Background: an optimization exercise with open tools, aiming at small area. Do not read the settings as production practice. Only simulation tests tie the RTL to the original design; equivalence was not proved.

==> flow/config.mk <==
export PLATFORM = sky130hd
export DESIGN_NAME = Cordic
export DESIGN_NICKNAME = Cordic
export VERILOG_FILES = /design/flow/design.v
export SDC_FILE = /design/flow/constraint.sdc
export NUM_CORES = 4
export LEC_CHECK = 0
export CAP_MARGIN = 20
export CORE_MARGIN = 2
export CORE_UTILIZATION = 40
export SLEW_MARGIN = 20
==> flow/run.sh <==
#!/bin/bash
# synth_recipe.tcl (not shown) runs the flow's synth.tcl, then flattens the netlist and writes it again
# the make line also repeats each setting of config.mk as NAME=value (left out here)
make -C /OpenROAD-flow-scripts/flow DESIGN_CONFIG=/design/flow/config.mk WORK_HOME=/design/flow/orfs CLKGATE_MAP_FILE= SYNTH_SCRIPT=/design/flow/synth_recipe.tcl finish
==> flow/design.v <==
`timescale 1ns / 1ps
module CordicMachine(
	input clk,
	input [12:0] x_0,
	input [12:0] y_0,
	input [12:0] z_0,
	input [31:0] stage,
	output reg [12:0] x_N,
	output reg [12:0] y_N,
	output reg [12:0] z_N
);
	reg [12:0] arctan [12:0];
	initial begin
	arctan[0] = 13'b0101101000000;
	arctan[1] = 13'b0011010100100;
	arctan[2] = 13'b0001110000010;
	arctan[3] = 13'b0000111001000;
	arctan[4] = 13'b0000011100100;
	arctan[5] = 13'b0000001110010;
	arctan[6] = 13'b0000000111001;
	arctan[7] = 13'b0000000011100;
	arctan[8] = 13'b0000000001110;
	arctan[9] = 13'b0000000000111;
	arctan[10] = 13'b0000000000011;
	arctan[11] = 13'b0000000000001;
	arctan[12] = 13'b0000000000000;
	end
	wire signed [12:0] x_s = x_0;
	wire signed [12:0] y_s = y_0;
	wire [12:0] x_sh = x_s >>> stage;
	wire [12:0] y_sh = y_s >>> stage;
	always @(posedge clk) begin
		if (stage != 10) begin
			x_N <= z_0[12] ? x_0 + y_sh : x_0 - y_sh;
			y_N <= z_0[12] ? y_0 - x_sh : y_0 + x_sh;
			z_N <= z_0[12] ? z_0 + arctan[stage] : z_0 - arctan[stage];
		end
	end
endmodule
`timescale 1ns / 1ps
module Cordic(
	input clk, 
	input [12:0] x_0,
	input [12:0] y_0,
	input [12:0] z_0,
	output [12:0] x_N,
	output [12:0] y_N,
	output [12:0] z_N
);
	wire [12:0] x0, y0, z0;
	wire [12:0] x1, y1, z1;
	wire [12:0] x2, y2, z2;
	wire [12:0] x3, y3, z3;
	wire [12:0] x4, y4, z4;
	wire [12:0] x5, y5, z5;
	wire [12:0] x6, y6, z6;
	wire [12:0] x7, y7, z7;
	wire [12:0] x8, y8, z8;
	wire [12:0] x9, y9, z9;
	CordicMachine C1 (.clk(clk), .x_0(x_0), .y_0(y_0), .z_0(z_0), .stage(0), .x_N(x0), .y_N(y0), .z_N(z0));
	CordicMachine C2 (.clk(clk), .x_0(x0), .y_0(y0), .z_0(z0), .stage(1), .x_N(x1), .y_N(y1), .z_N(z1));
	CordicMachine C3 (.clk(clk), .x_0(x1), .y_0(y1), .z_0(z1), .stage(2), .x_N(x2), .y_N(y2), .z_N(z2));
	CordicMachine C4 (.clk(clk), .x_0(x2), .y_0(y2), .z_0(z2), .stage(3), .x_N(x3), .y_N(y3), .z_N(z3));
	CordicMachine C5 (.clk(clk), .x_0(x3), .y_0(y3), .z_0(z3), .stage(4), .x_N(x4), .y_N(y4), .z_N(z4));
	CordicMachine C6 (.clk(clk), .x_0(x4), .y_0(y4), .z_0(z4), .stage(5), .x_N(x5), .y_N(y5), .z_N(z5));
	CordicMachine C7 (.clk(clk), .x_0(x5), .y_0(y5), .z_0(z5), .stage(6), .x_N(x6), .y_N(y6), .z_N(z6));
	CordicMachine C8 (.clk(clk), .x_0(x6), .y_0(y6), .z_0(z6), .stage(7), .x_N(x7), .y_N(y7), .z_N(z7));
	CordicMachine C9 (.clk(clk), .x_0(x7), .y_0(y7), .z_0(z7), .stage(8), .x_N(x8), .y_N(y8), .z_N(z8));
	CordicMachine C10 (.clk(clk), .x_0(x8), .y_0(y8), .z_0(z8), .stage(9), .x_N(x9), .y_N(y9), .z_N(z9));
	assign x_N = x9;
	assign y_N = y9;
	assign z_N = z9;
endmodule
==> flow/constraint.sdc <==
create_clock -name core_clock -period 3.2 [get_ports {clk}]
set_input_delay 0.6400 -clock core_clock [delete_from_list [all_inputs] [get_ports {clk}]]
set_output_delay 0.6400 -clock core_clock [all_outputs]
set_load 0.01 [all_outputs]
==> results.cfg <==
[timing]
layout_setup_ws_ns = 0.100
max-slew-margin-rel = 0.602
finalSetupViolCount = 0
tightestPinTransition_ns = 0.597
clock_skew_ns = 0.0166
tns_ns = 0
finalMaxSlewViolations = 0
hold_viol = 0
rsz0062_at_grt = no
min_period_over_period = 0.969
fmax_mhz = 323
period_needed_ns = 3.10

[placement]
dp_slack_ns = -0.0634
dp.cells = 3827
gp_congestion = 0.865
port_buffers = 78
placed_area_mm2 = 0.0280
post-dp-hpwl_um = 45800

[worst_setup_path]
endpoint_kind = flip-flop
cp.required_ns = 3.68
crit_path_start = C5.z_N[12]
cp_top_family = compound AO/OA/AOI/OAI gates
r2r_start = C5.z_N[12]
cp_max_fo = 11
cp_slowest_cell = dfxtp_1
path_buf_inv = 0
path_cells = mux2_2 > ha_1 > a21oi_1 > o211ai_1 > a41oi_2 > nor2b_1 > o21a_1 > o41a_1 > xor2_1
crit_path_max_incr_delay_ns = 0.70
criticalPathCategory = reg2reg
arrival_ns = 3.58
cp-start-kind = flip-flop

[synth]
synth-seq-area-share = 0.301
synth_warnings = 1
netlist_area_mm2 = 0.0259
synth-edff-count = 0
syn_nets = 3322
yosys.area.top_type = dfxtp_1
yosysMostFrequentCell = dfxtp_1
synthFlopType = dfxtp_1
synthCells = 2875
synth_area_per_cell_um2 = 9.00
ys_top_cells_by_count = 389 x dfxtp_1, 376 x ha_1, 274 x xnor2_1
ys_types = 79
synth_top_area_share = 0.301
ys_top_cells_by_area = dfxtp_1 30%, ha_1 18%, xnor2_1 9.3%, a21oi_1 5.2%, xor2_1 4.1%
synth-seq-cells = 389
synthArstFlopShare = 0

[floorplan]
die_y_um = 258
die_area_mm2 = 0.0667
fp-row-count = 93
core_mm2 = 0.0642
pin_count = 79
die_w_um = 258
initial_core_util = 0.403

[clocking]
post_cts_buffers = 0
tritoncts = yes
postCtsHoldBufs = 0
clk_latency_ns = 0.60
cts.clk_slew.worst_paths_ns = 0.06
clock_path_buffers = 3
cts-root-buf = clkbuf_16
cts_made_buffers = 46
cts_sinks = 389
h-tree-depth = 2

[drt]
ant_nets = 0
via_per_inst = 5.20
routed_wl_um = 56900
via_count = 20348
detail_route.wl_per_cell_um = 14.6
drtIter0Drc = 875
drc_errors = 0
first_pass_iters = 5

[global_routing]
antenna_found_initial = 0
grt_pass1_vias = 20505
grt_pass1_wl_um = 95300
overflow = 0
track_usage = 0.169
grt_start_max_net_pins = 33

[run]
max_cap_violations = 0

[worst_hold_path]
worstHoldStart = C3.z_N[0]
hold_class = reg2reg

[layout]
final_core_util = 0.461
final_nets = 3467
layout.cells.non_filler = 3911
insertedDiodeCount = 0
final_area_mm2 = 0.0296
area_growth_pct = 14.4
drive_gt1_frac = 0.0717

[status]
status = complete, no violations
==> logic make-up after synthesis <==
logic type / after synthesis / synth area share
fa+ha+maj: 407 / 0.206
buf+inv: 261 / 0.0386
xor+xnor: 396 / 0.134
flops: 389 / 0.301
compound gates: 706 / 0.179
mux: 40 / 0.0162
simple gates: 676 / 0.125
==> cell usage in the layout (no fill, tap or decap), drive strengths merged, types with 8 or more instances in the layout <==
cell,instances
a2111oi,15
a211oi,11
a21boi,8
a21o,64
a21oi,286
a31o,9
a31oi,20
a41oi,8
and3,18
buf,60
clkbuf,65
clkdlybuf4s50,78
clkinv,11
dfxtp,389
fa,31
ha,376
inv,221
mux2,15
mux2i,25
nand2,135
nand2b,25
nand3,19
nor2,233
nor2b,36
nor3,109
nor3b,8
nor4,25
o211ai,24
o21a,41
o21ai,104
o21bai,38
o22ai,8
o31ai,12
o41a,11
or2,15
or3,25
xnor2,274
xor2,122
==> cell type report <==
class,instances,area (um2)
Tap cell,855,1070
Inverter,220,826
Fill cell,6132,34600
Multi-Input combinational cell,2225,17100
Clock inverter,19,229
Timing Repair Buffer,138,1230
Clock buffer,65,1310
Sequential cell,389,7790
==> metrics by stage <==
stage	hold WS, ns
2_1_floorplan	0.310
3_3_place_gp	0.314
3_5_place_dp	0.312
4_1_cts	0.326
5_1_grt	0.329
6_report	0.326
==> routing by layer <==
metal	GRT usage	vias to the layer above	share of wire
met5	0	-	0
met4	0.0629	0	0.030
met3	0.0216	115	0.031
met2	0.327	351	0.52
met1	0.187	9465	0.42
li1	-	10417	-
==> what timing repair did <==
item                                    CTS  global route
hold endpoints to repair                  0             0
gates resized for setup                   2             7
cloned                                    0             0
endpoints found under the setup margin    2             6
==> worst paths after layout <==
check	end	slack, ns	depth (start not counted)
worst max-delay path	C6.x_N[11]	0.10	9
worst min-delay path	C4.z_N[0]	0.33	0
worst max register to register	C6.x_N[11]	0.10	9
worst min register to register	C4.z_N[0]	0.33	0

[port drivers added, routing unchanged]
Ports are ideal in the flow. The routed layout listed here was re-timed in OpenROAD. Step 1 (the two cells are an assumption about what drives the block):
set clk [get_ports {clk}]
set_driving_cell -lib_cell sky130_fd_sc_hd__clkbuf_16 $clk
set_driving_cell -lib_cell sky130_fd_sc_hd__buf_2 [delete_from_list [all_inputs] $clk]
Step 2 moves the port delays by t, midway between the first and last clock arrival at a register: inputs arrive t later, outputs are due t later. That takes back most of the time a late clock gives input paths. Three values: no drivers, after step 1, after step 2; two values: the first two.
t, ns: 0.648
slack for setup (ns): 0.100 / 0.100 / -0.097
latest minus earliest clock arrival (ns): 0.018 / 0.018
slew at the worst register clock pin (ns): 0.06 / 0.06
Met with ideal ports but missed after step 2: setup timing in this run. The setup slack of this run moves by 0.000 ns with the drivers and by -0.197 ns with both steps.
